This design comes from an exercise in tuning for small area on the open sky130 flow, not from production work. Function was checked by simulation only, so behaviour that the tests miss may differ from the original. The clock port is modelled as an ideal driver; clocking choices that lean on that would not hold on a real chip. Power figures rest on the tool's default switching activity, not on a simulated workload.

Design SDRAM_arbit, start of the top module:
module SDRAM_arbit(
    input                   sysclk_100M         ,
    input                   rst_n               ,
    output                  CKE                 ,
    output                  cs_n                ,
    output  reg             ras_n               ,
    output  reg             cas_n               ,
    output  reg             we_n                ,
    output          [12:0]  addr                ,
    output          [ 1:0]  ba                  ,
    output          [ 1:0]  dqm                 ,
    output                  dq_oe               ,   
    input                   write_trig          ,   
    output                  write_data_vld      ,   
    input                   read_trig           ,
    output                  read_data_vld       ,   
    output  reg             write_end
);
localparam  RW      = 10                        ;    
localparam  [RW-1:0] ROW_LAST = 938 - 1;    
localparam  [6:0]    COL_LAST = (256 >> 2) - 1;  
localparam  [2:0]   A_INIT  = 3'b000 ,
                    A_ARB_R = 3'b001 ,
  ...
clock: 10.0 ns
lec_check: 0
cap_margin: 20
core_margin: 2
core_utilization: 40
slew_margin: 20
standard.sh (not shown) runs the stock make flow with config.mk's settings and CLKGATE_MAP_FILE= SYNTH_SCRIPT=/design/flow/synth_recipe.tcl, a recipe that flattens the netlist after the stock synthesis.
==> flow/flow/run.sh <==
#!/bin/bash
# The standard layout (standard.sh: standard synthesis, floorplan, place,
# CTS, route, finish) with changes made only through ORFS's own variables:
#  - after floorplan, OpenROAD's restructure re-maps the combinational logic
#    for area (flow/remap.tcl), with the platform's liberty less its
#    don't-use cells (flow/filter_lib.py); registers are not touched;
#  - the port buffers use the smallest buffer cell (buf_1);
#  - clock tree synthesis builds the tree from clkbuf_4 without dummy loads,
#    then buffers driving more than 9 pins become clkbuf_8 (flow/clk.tcl);
#  - one tie-high and one tie-low cell drive all constant pins and ports
#    (ORFS's tie fanout repair is skipped; flow/ties.tcl merges the tie cells
#    that restructure inserts);
#  - after clock tree synthesis, cells are sized down where timing allows
#    (flow/recover.tcl).
# All tool output goes to standard.log here and to ORFS's logs under orfs/.
cp standard.sh standard_sh_copy.log
export BUFFER_PORTS_ARGS="-buffer_cell sky130_fd_sc_hd__buf_1"
export CTS_ARGS="-sink_clustering_enable -repair_clock_nets -dont_use_dummy_load -buf_list sky130_fd_sc_hd__clkbuf_4 -root_buf sky130_fd_sc_hd__clkbuf_4"
export SKIP_REPAIR_TIE_FANOUT=1
export POST_FLOORPLAN_TCL="$(pwd)/flow/remap.tcl"
export POST_CTS_TCL="$(pwd)/flow/clk.tcl"
bash standard.sh > standard.log 2>&1
Other scripts of this flow, unchanged in this note and not shown: flow/flow/clk.tcl, flow/flow/filter_lib.py, flow/flow/recover.tcl, flow/flow/remap.tcl, flow/flow/ties.tcl
Change:
--- a/flow/design.v
+++ b/flow/design.v
@@ -227,28 +227,27 @@
 wire    c_ref   = i_ref | f_ref;
 wire    s_wrow  = a_wr & w_is_row;
 wire    s_wcol  = a_wr & ~w_is_row;
 wire    s_rrow  = a_rd & r_is_row;
 wire    s_rcol  = a_rd & ~r_is_row & r_is_col;
 wire    s_a10   = (a_rd & ~r_is_row & ~r_is_col) | (a_init & ~init_last);
 reg     [10:0]  addr_q  ;
 reg             ba_q    ;
 always @(posedge sysclk_100M) begin
     ras_n   <= ~(c_act | c_pre | c_ref | i_mrs);
     cas_n   <= ~(c_wr | c_rd | c_ref | i_mrs);
     we_n    <= ~(c_wr | c_pre | i_mrs);
-    if (~a_arb) begin
-        addr_q  <= ({11{s_wrow}} & {{(11-RW){1'b0}}, w_rowl}) |
-                   ({11{s_wcol}} & {2'b00, w_al}) |
-                   ({11{s_rrow}} & {{(11-RW){1'b0}}, r_row}) |
-                   ({11{s_rcol}} & {2'b00, r_col, 2'b00}) |
-                   {s_a10, 4'b0000, i_mrs, i_mrs, 2'b00, i_mrs, 1'b0};
-        ba_q    <= (a_wr & w_bank) | (a_rd & r_bank);
-    end
+    addr_q  <= ({11{s_wrow}} & {{(11-RW){1'b0}}, w_rowl}) |
+               ({11{s_wcol}} & {2'b00, w_al}) |
+               ({11{s_rrow}} & {{(11-RW){1'b0}}, r_row}) |
+               ({11{s_rcol}} & {2'b00, r_col, 2'b00}) |
+               {s_a10, 4'b0000, i_mrs, i_mrs, 2'b00, i_mrs, 1'b0} |
+               ({11{a_arb}} & addr_q);
+    ba_q    <= (a_wr & w_bank) | (a_rd & r_bank) | (a_arb & ba_q);
 end
 assign  addr    = {2'b00, addr_q};
 assign  ba      = {ba_q, 1'b0};
 assign  cs_n    = 1'b0;
 assign  CKE     = 1'b1;
 assign  dqm     = 2'b00;
 assign  dq_oe   = a_wr;
 endmodule
- global-route usage climbs by 0.53 points
- final area drops by 2.1%
- power drops by 16%
- worst setup slack barely changes
- sequential cell count stays the same
- die area drops by 0.74%
- core utilization climbs by 0.46 points
- worst hold slack degrades by 0.016 ns
- register-to-register slack degrades by 0.24 ns
- clock skew stays flat
- routed wire length climbs by 0.95%
- combinational power drops by 41%
- critical path depth drops by 1
- fmax hardly moves


== 12-22 ==
The RTL this note starts from:
==> flow/design.v <==
module SDRAM_arbit(
    input                   sysclk_100M         ,
    input                   rst_n               ,
    output                  CKE                 ,
    output                  cs_n                ,
    output  reg             ras_n               ,
    output  reg             cas_n               ,
    output  reg             we_n                ,
    output          [12:0]  addr                ,
    output          [ 1:0]  ba                  ,
    output          [ 1:0]  dqm                 ,
    output                  dq_oe               ,   
    input                   write_trig          ,   
    output  reg             write_data_vld      ,   
    input                   read_trig           ,
    output  reg             read_data_vld       ,   
    output  reg             write_end
);
localparam  RW      = 10                        ;    
localparam  [RW-1:0] ROW_LAST = 938 - 1;    
localparam  [6:0]    COL_LAST = (256 >> 2) - 1;  
localparam  [2:0]   A_INIT  = 3'b000 ,
                    A_ARB   = 3'b001 ,
                    A_REF   = 3'b010 ,
                    A_W0    = 3'b100 ,    
                    A_W1    = 3'b101 ,
                    A_R0    = 3'b110 ,    
                    A_R1    = 3'b111 ;
reg     [ 2:0]  ast         ;
reg             wr_flag     ;    
wire    a_init  = (ast == A_INIT)               ;
wire    a_arb   = (ast == A_ARB)                ;
wire    a_ref   = (ast == A_REF)                ;
wire    a_wr    = ast[2] & ~ast[1]              ;
wire    a_rd    = ast[2] &  ast[1]              ;
wire    ack_w   = (ast == A_W0)                 ;
wire    ack_r   = (ast == A_R0)                 ;
localparam  [14:0]  PWR_END = 15'd20000 ;    
localparam  [ 9:0]  S780    = 10'b0011010100;
localparam  [ 9:0]  M780    = 10'b1101101110;
reg     [ 9:0]  cnt         ;
reg             ref_req     ;
always @(posedge sysclk_100M) begin
    if (rst_n == 1'b0) begin
        cnt     <= 10'd0;
        ref_req <= 1'b0;
    end else if (a_arb & ref_req) begin
        cnt     <= 10'd0;
        ref_req <= 1'b0;
    end else begin
        cnt     <= {cnt[8:0], ~(cnt[9] ^ cnt[6])};
        if ((cnt & M780) == (S780 & M780))
            ref_req <= 1'b1;
    end
end
wire    ref_cmd     = cnt[0] & ~cnt[1];      
wire    ref_last    = cnt[6];                
localparam  [2:0]   W_IDLE  = 3'd0 ,
                    W_REQ0  = 3'd1 ,
                    W_REQ1  = 3'd2 ,
                    W_ACT0  = 3'd3 ,
                    W_ACT1  = 3'd4 ,
                    W_WR    = 3'd5 ,
                    W_PRE   = 3'd6 ;
reg     [ 2:0]  wst         ;
reg             w_pc        ;    
reg             w_pe        ;    
reg     [ 8:0]  w_al        ;    
reg     [RW-1:0] w_rowl     ;    
reg             w_bank      ;    
wire    w_row_last = &(w_rowl | ~ROW_LAST);
wire    w_col_last = (w_al[8:2] == COL_LAST);
wire    w_req   = (wst == W_REQ1) | ((wst == W_ACT0) & ~w_pc);
wire    w_b3    = write_data_vld & (w_al[1:0] == 2'd2);      
wire    w_rowend = w_b3 & (w_al[8:2] == 7'h7f);
wire    w_wrapc = w_b3 & w_col_last & w_row_last;            
wire    w_wrapd = (w_al[1:0] == 2'd3) & w_col_last & w_row_last;    
wire    [RW+8:0]    w_cnt   = {w_rowl, w_al};
wire    [RW+8:0]    w_cy    = {w_cy[RW+7:0] & w_cnt[RW+7:0], write_data_vld | a_init};
wire    [14:0]  icnt    = {w_rowl[5:0], w_al};
wire    c_hi        = &(icnt | ~PWR_END);                        
wire    init_last   = a_init & c_hi & w_al[3] & w_al[1] & w_al[0];  
always @(posedge sysclk_100M) begin
    if (rst_n == 1'b0)
        wst <= W_IDLE;
    else case (wst)
        W_IDLE: if (write_trig) wst <= W_REQ0;
        W_REQ0: wst <= W_REQ1;
        W_REQ1: if (ack_w) wst <= W_ACT0;
        W_ACT0: wst <= W_ACT1;
        W_ACT1: wst <= W_WR;
        W_WR:   if (w_b3 & (ref_req | write_end | w_rowend)) wst <= W_PRE;
        W_PRE:  if (w_pc) begin
                    if (write_end)      wst <= W_IDLE;
                    else if (ref_req)   wst <= W_REQ0;
                    else                wst <= W_ACT0;
                end
        default: wst <= W_IDLE;
    endcase
end
always @(posedge sysclk_100M) begin
    if (rst_n == 1'b0) begin
        w_pc            <= 1'b0;
        w_pe            <= 1'b0;
        write_data_vld  <= 1'b0;
        write_end       <= 1'b0;
        w_al            <= 9'd0;
        w_rowl          <= {RW{1'b0}};
        w_bank          <= 1'b0;
    end else begin
        w_pc            <= (wst == W_PRE);
        w_pe            <= w_pc;
        write_data_vld  <= (wst == W_WR);
        if (write_data_vld & (w_al[1:0] == 2'd1) & (w_al[7:2] == 6'h3f))
            write_end   <= 1'b1;
        else if (wst == W_ACT0 || wst == W_ACT1)
            write_end   <= 1'b0;
        if (w_wrapd | init_last)
            {w_rowl, w_al}  <= {(RW+9){1'b0}};
        else
            {w_rowl, w_al}  <= {w_rowl, w_al} ^ w_cy;
        if (w_wrapc)
            w_bank      <= ~w_bank;
    end
end
localparam  [3:0]   R_IDLE  = 4'd0 ,
                    R_REQ0  = 4'd1 ,
                    R_REQ1  = 4'd2 ,
                    R_ACT0  = 4'd3 ,
                    R_ACT1  = 4'd4 ,
                    R_PRE   = 4'd5 ;
reg     [ 3:0]  rst         ;
reg             r_pc        ;
reg             r_pe        ;
reg             read_end    ;
reg     [ 6:0]  r_col       ;
reg     [RW-1:0] r_row      ;
reg             r_bank      ;    
wire    r_rd    = rst[3];
wire    r_row_last = &(r_row | ~ROW_LAST);
wire    r_col_last = (r_col == COL_LAST);
wire    r_req   = (rst == R_REQ1) | ((rst == R_ACT0) & ~r_pc);
wire    r_c7    = (rst == 4'b1111);
wire    r_p7    = ((rst == 4'b1000) & read_data_vld) | ((rst == R_PRE) & ~r_pc);
wire    r_rowend = (r_col == 7'h7f);
wire    [RW+6:0]    r_cnt   = {r_row, r_col};
wire    [RW+6:0]    r_cy    = {r_cy[RW+5:0] & r_cnt[RW+5:0], r_p7};      
always @(posedge sysclk_100M) begin
    if (rst_n == 1'b0)
        rst <= R_IDLE;
    else if (r_rd) begin
        if (rst[2:0] != 3'd7 || !(read_end | ref_req | r_rowend))
            rst <= {1'b1, rst[2:0] + 3'd1};
        else
            rst <= R_PRE;
    end else case (rst)
        R_IDLE: if (read_trig) rst <= R_REQ0;
        R_REQ0: rst <= R_REQ1;
        R_REQ1: if (ack_r) rst <= R_ACT0;
        R_ACT0: rst <= R_ACT1;
        R_ACT1: rst <= 4'b1000;
        R_PRE:  if (r_pc) begin
                    if (read_end)       rst <= R_IDLE;
                    else if (ref_req)   rst <= R_REQ0;
                    else                rst <= R_ACT0;
                end
        default: rst <= R_IDLE;
    endcase
end
always @(posedge sysclk_100M) begin
    if (rst_n == 1'b0) begin
        r_pc            <= 1'b0;
        r_pe            <= 1'b0;
        read_end        <= 1'b1;
        r_col           <= 7'd0;
        r_row           <= {RW{1'b0}};
        r_bank          <= 1'b0;
    end else begin
        r_pc            <= (rst == R_PRE);
        r_pe            <= r_pc;
        if (rst == 4'b1110 && r_col[5:0] == 6'h3f)
            read_end    <= 1'b1;
        else if (rst == R_ACT0 || rst == R_ACT1)
            read_end    <= 1'b0;
        if (r_p7 & r_col_last & r_row_last)
            {r_row, r_col}  <= {(RW+7){1'b0}};
        else
            {r_row, r_col}  <= {r_row, r_col} ^ r_cy;
        if (r_c7 & r_col_last & r_row_last)
            r_bank      <= ~w_bank;
    end
end
always @(posedge sysclk_100M)
    read_data_vld <= r_rd & rst[2];
wire    both    = w_req & r_req & write_end & read_end;
wire    go_w    = both ? ~wr_flag : (w_req & read_end);
wire    go_r    = both ?  wr_flag : (r_req & write_end);
always @(posedge sysclk_100M) begin
    if (rst_n == 1'b0)
        ast <= A_INIT;
    else case (ast)
        A_INIT: if (init_last) ast <= A_ARB;
        A_ARB:  if (ref_req)    ast <= A_REF;
                else if (go_w)  ast <= A_W0;
                else if (go_r)  ast <= A_R0;
        A_REF:  if (ref_last) ast <= A_ARB;
        A_W0:   ast <= A_W1;
        A_W1:   if (w_pe & (ref_req | write_end)) ast <= A_ARB;
        A_R0:   ast <= A_R1;
        A_R1:   if (r_pe & (ref_req | read_end)) ast <= A_ARB;
        default: ast <= A_INIT;
    endcase
end
always @(posedge sysclk_100M) begin
    if (a_init | a_rd)
        wr_flag <= 1'b0;
    else if (a_wr)
        wr_flag <= 1'b1;
end
wire        w_is_row = (wst == W_ACT1) | ((wst == W_WR) & ~write_data_vld);
wire        r_is_row = (rst == R_ACT1) | ((rst == 4'b1000) & ~r_p7);
wire        r_is_col = (r_rd & (rst[2:0] != 3'd0)) | r_p7;
wire    i_pre   = a_init & c_hi & (w_al[3:0] == 4'd2);     
wire    i_ref   = a_init & c_hi & (w_al[3:0] == 4'd4);     
wire    i_mrs   = init_last;                                
wire    f_ref   = a_ref & ref_cmd;
wire    c_act   = (a_wr & (wst == W_ACT1)) | (a_rd & (rst == R_ACT1));
wire    c_pre   = (a_wr & (wst == W_PRE) & w_pc) | (a_rd & (rst == R_PRE) & r_pc) | i_pre;
wire    c_wr    = a_wr & write_data_vld & (w_al[1:0] == 2'd0);
wire    c_rd    = a_rd & (rst == 4'b1001);
wire    c_ref   = i_ref | f_ref;
wire    s_wrow  = a_wr & w_is_row;
wire    s_wcol  = a_wr & ~w_is_row;
wire    s_rrow  = a_rd & r_is_row;
wire    s_rcol  = a_rd & ~r_is_row & r_is_col;
wire    s_a10   = (a_rd & ~r_is_row & ~r_is_col) | (a_init & ~init_last);
reg     [10:0]  addr_q  ;
reg             ba_q    ;
always @(posedge sysclk_100M) begin
    ras_n   <= ~(c_act | c_pre | c_ref | i_mrs);
    cas_n   <= ~(c_wr | c_rd | c_ref | i_mrs);
    we_n    <= ~(c_wr | c_pre | i_mrs);
    if (~a_arb) begin
        addr_q  <= ({11{s_wrow}} & {{(11-RW){1'b0}}, w_rowl}) |
                   ({11{s_wcol}} & {2'b00, w_al}) |
                   ({11{s_rrow}} & {{(11-RW){1'b0}}, r_row}) |
                   ({11{s_rcol}} & {2'b00, r_col, 2'b00}) |
                   {s_a10, 4'b0000, i_mrs, i_mrs, 2'b00, i_mrs, 1'b0};
        ba_q    <= (a_wr & w_bank) | (a_rd & r_bank);
    end
end
assign  addr    = {2'b00, addr_q};
assign  ba      = {ba_q, 1'b0};
assign  cs_n    = 1'b0;
assign  CKE     = 1'b1;
assign  dqm     = 2'b00;
assign  dq_oe   = a_wr;
endmodule
Settings: LEC_CHECK=0, CAP_MARGIN=20, CORE_MARGIN=2, CORE_UTILIZATION=40, SLEW_MARGIN=20; clock period 10.0 ns.
run.sh (not shown) runs the stock make flow with config.mk's settings and CLKGATE_MAP_FILE= SYNTH_SCRIPT=/design/flow/synth_recipe.tcl, a recipe that flattens the netlist after the stock synthesis.
Stock flow here: none of the scripts above is used.
12-22 completed end to end with timing, DRC and antenna clean.
--- input diff 12-22..12-28 ---
diff --git a/flow/design.v b/flow/design.v
--- a/flow/design.v
+++ b/flow/design.v
@@ -36,25 +36,18 @@
 wire    ack_w   = (ast == A_W0)                 ;
 wire    ack_r   = (ast == A_R0)                 ;
 localparam  [14:0]  PWR_END = 15'd20000 ;    
-localparam  [ 9:0]  S780    = 10'b0011010100;
-localparam  [ 9:0]  M780    = 10'b1101101110;
+localparam  [ 9:0]  REF_SAT = 10'd781   ;    
 reg     [ 9:0]  cnt         ;
-reg             ref_req     ;
-always @(posedge sysclk_100M) begin
-    if (rst_n == 1'b0) begin
-        cnt     <= 10'd0;
-        ref_req <= 1'b0;
-    end else if (a_arb & ref_req) begin
-        cnt     <= 10'd0;
-        ref_req <= 1'b0;
-    end else begin
-        cnt     <= {cnt[8:0], ~(cnt[9] ^ cnt[6])};
-        if ((cnt & M780) == (S780 & M780))
-            ref_req <= 1'b1;
-    end
-end
-wire    ref_cmd     = cnt[0] & ~cnt[1];      
-wire    ref_last    = cnt[6];                
+wire    ref_req     = &(cnt | ~REF_SAT);
+wire    [ 9:0]  c_cy        = {c_cy[8:0] & cnt[8:0], ~ref_req};    
+always @(posedge sysclk_100M) begin
+    if (rst_n == 1'b0)
+        cnt <= 10'd0;
+    else if (a_arb & ref_req)
+        cnt <= 10'd0;
+    else
+        cnt <= cnt ^ c_cy;
+end
 localparam  [2:0]   W_IDLE  = 3'd0 ,
                     W_REQ0  = 3'd1 ,
                     W_REQ1  = 3'd2 ,
@@ -133,6 +126,7 @@
 reg             r_pc        ;
 reg             r_pe        ;
 reg             read_end    ;
+reg             r_p7        ;    
 reg     [ 6:0]  r_col       ;
 reg     [RW-1:0] r_row      ;
 reg             r_bank      ;    
@@ -141,7 +135,6 @@
 wire    r_col_last = (r_col == COL_LAST);
 wire    r_req   = (rst == R_REQ1) | ((rst == R_ACT0) & ~r_pc);
 wire    r_c7    = (rst == 4'b1111);
-wire    r_p7    = ((rst == 4'b1000) & read_data_vld) | ((rst == R_PRE) & ~r_pc);
 wire    r_rowend = (r_col == 7'h7f);
 wire    [RW+6:0]    r_cnt   = {r_row, r_col};
 wire    [RW+6:0]    r_cy    = {r_cy[RW+5:0] & r_cnt[RW+5:0], r_p7};      
@@ -172,12 +165,14 @@
         r_pc            <= 1'b0;
         r_pe            <= 1'b0;
         read_end        <= 1'b1;
+        r_p7            <= 1'b0;
         r_col           <= 7'd0;
         r_row           <= {RW{1'b0}};
         r_bank          <= 1'b0;
     end else begin
         r_pc            <= (rst == R_PRE);
         r_pe            <= r_pc;
+        r_p7            <= r_c7;
         if (rst == 4'b1110 && r_col[5:0] == 6'h3f)
             read_end    <= 1'b1;
         else if (rst == R_ACT0 || rst == R_ACT1)
@@ -203,7 +198,7 @@
         A_ARB:  if (ref_req)    ast <= A_REF;
                 else if (go_w)  ast <= A_W0;
                 else if (go_r)  ast <= A_R0;
-        A_REF:  if (ref_last) ast <= A_ARB;
+        A_REF:  if (cnt[2:0] == 3'd7) ast <= A_ARB;
         A_W0:   ast <= A_W1;
         A_W1:   if (w_pe & (ref_req | write_end)) ast <= A_ARB;
         A_R0:   ast <= A_R1;
@@ -223,7 +218,7 @@
 wire    i_pre   = a_init & c_hi & (w_al[3:0] == 4'd2);     
 wire    i_ref   = a_init & c_hi & (w_al[3:0] == 4'd4);     
 wire    i_mrs   = init_last;                                
-wire    f_ref   = a_ref & ref_cmd;
+wire    f_ref   = a_ref & (cnt[2:0] == 3'd1);
 wire    c_act   = (a_wr & (wst == W_ACT1)) | (a_rd & (rst == R_ACT1));
 wire    c_pre   = (a_wr & (wst == W_PRE) & w_pc) | (a_rd & (rst == R_PRE) & r_pc) | i_pre;
 wire    c_wr    = a_wr & write_data_vld & (w_al[1:0] == 2'd0);
Findings:
- From 12-22 to 12-28 the numbers moved as follows: clock period minus final worst setup slack moved up; synthesized cell count went up; core utilization lost 1.1 points.
- When 12-28 is measured against 12-22, its buffering overhead turns out 0.17 points lower.
- Sequential share of layout area | 12-28 below 12-22
- Taking 12-22 as the reference, in 12-28 total chip power went down; worst hold path depth +1; number of top-level pins was more or less identical; hold slack grew by 0.071 ns.
- There was hardly any difference in DRC violation count after routing between 12-22 and 12-28.
- Compared with 12-22, 12-28 shows a peak fanout along the critical path that is 8 higher.
- Least setup slack across all paths after layout down 0.23 ns in 12-28 wrt 12-22

==> what the ideal ports hide <==
How much do the figures lean on ideal ports? The routed layouts below were timed once more, with nothing changed but the port constraints. Step 1, drivers: a clkbuf_16 drives sysclk_100M and a buf_2 each remaining input, both assumed. Step 2 also shifts input and output timing later by t, the mid clock arrival at the registers, as if the neighbouring blocks saw the same clock. Slacks: ideal ports / drivers / drivers and shift; pairs: ideal ports / drivers.
run	shift t [ns]	setup WS [ns]	clock arrival spread, ns	worst slew at a driven data input, ns
the first run of note 1	0.443	5.792 / 5.762 / 6.160	0.033 / 0.033	0.03
the second run of note 1	0.445	5.790 / 5.761 / 5.772	0.031 / 0.031	0.03
12-22	0.391	5.404 / 5.404 / 5.404	0.011 / 0.012	0.03
12-28	0.387	5.173 / 5.173 / 5.173	0.011 / 0.010	0.03
After both steps setup and hold are still met in every run listed. The setup slack of the second run of note 1, which loses most, moves by -0.029 ns with the drivers and by -0.018 ns with both steps.
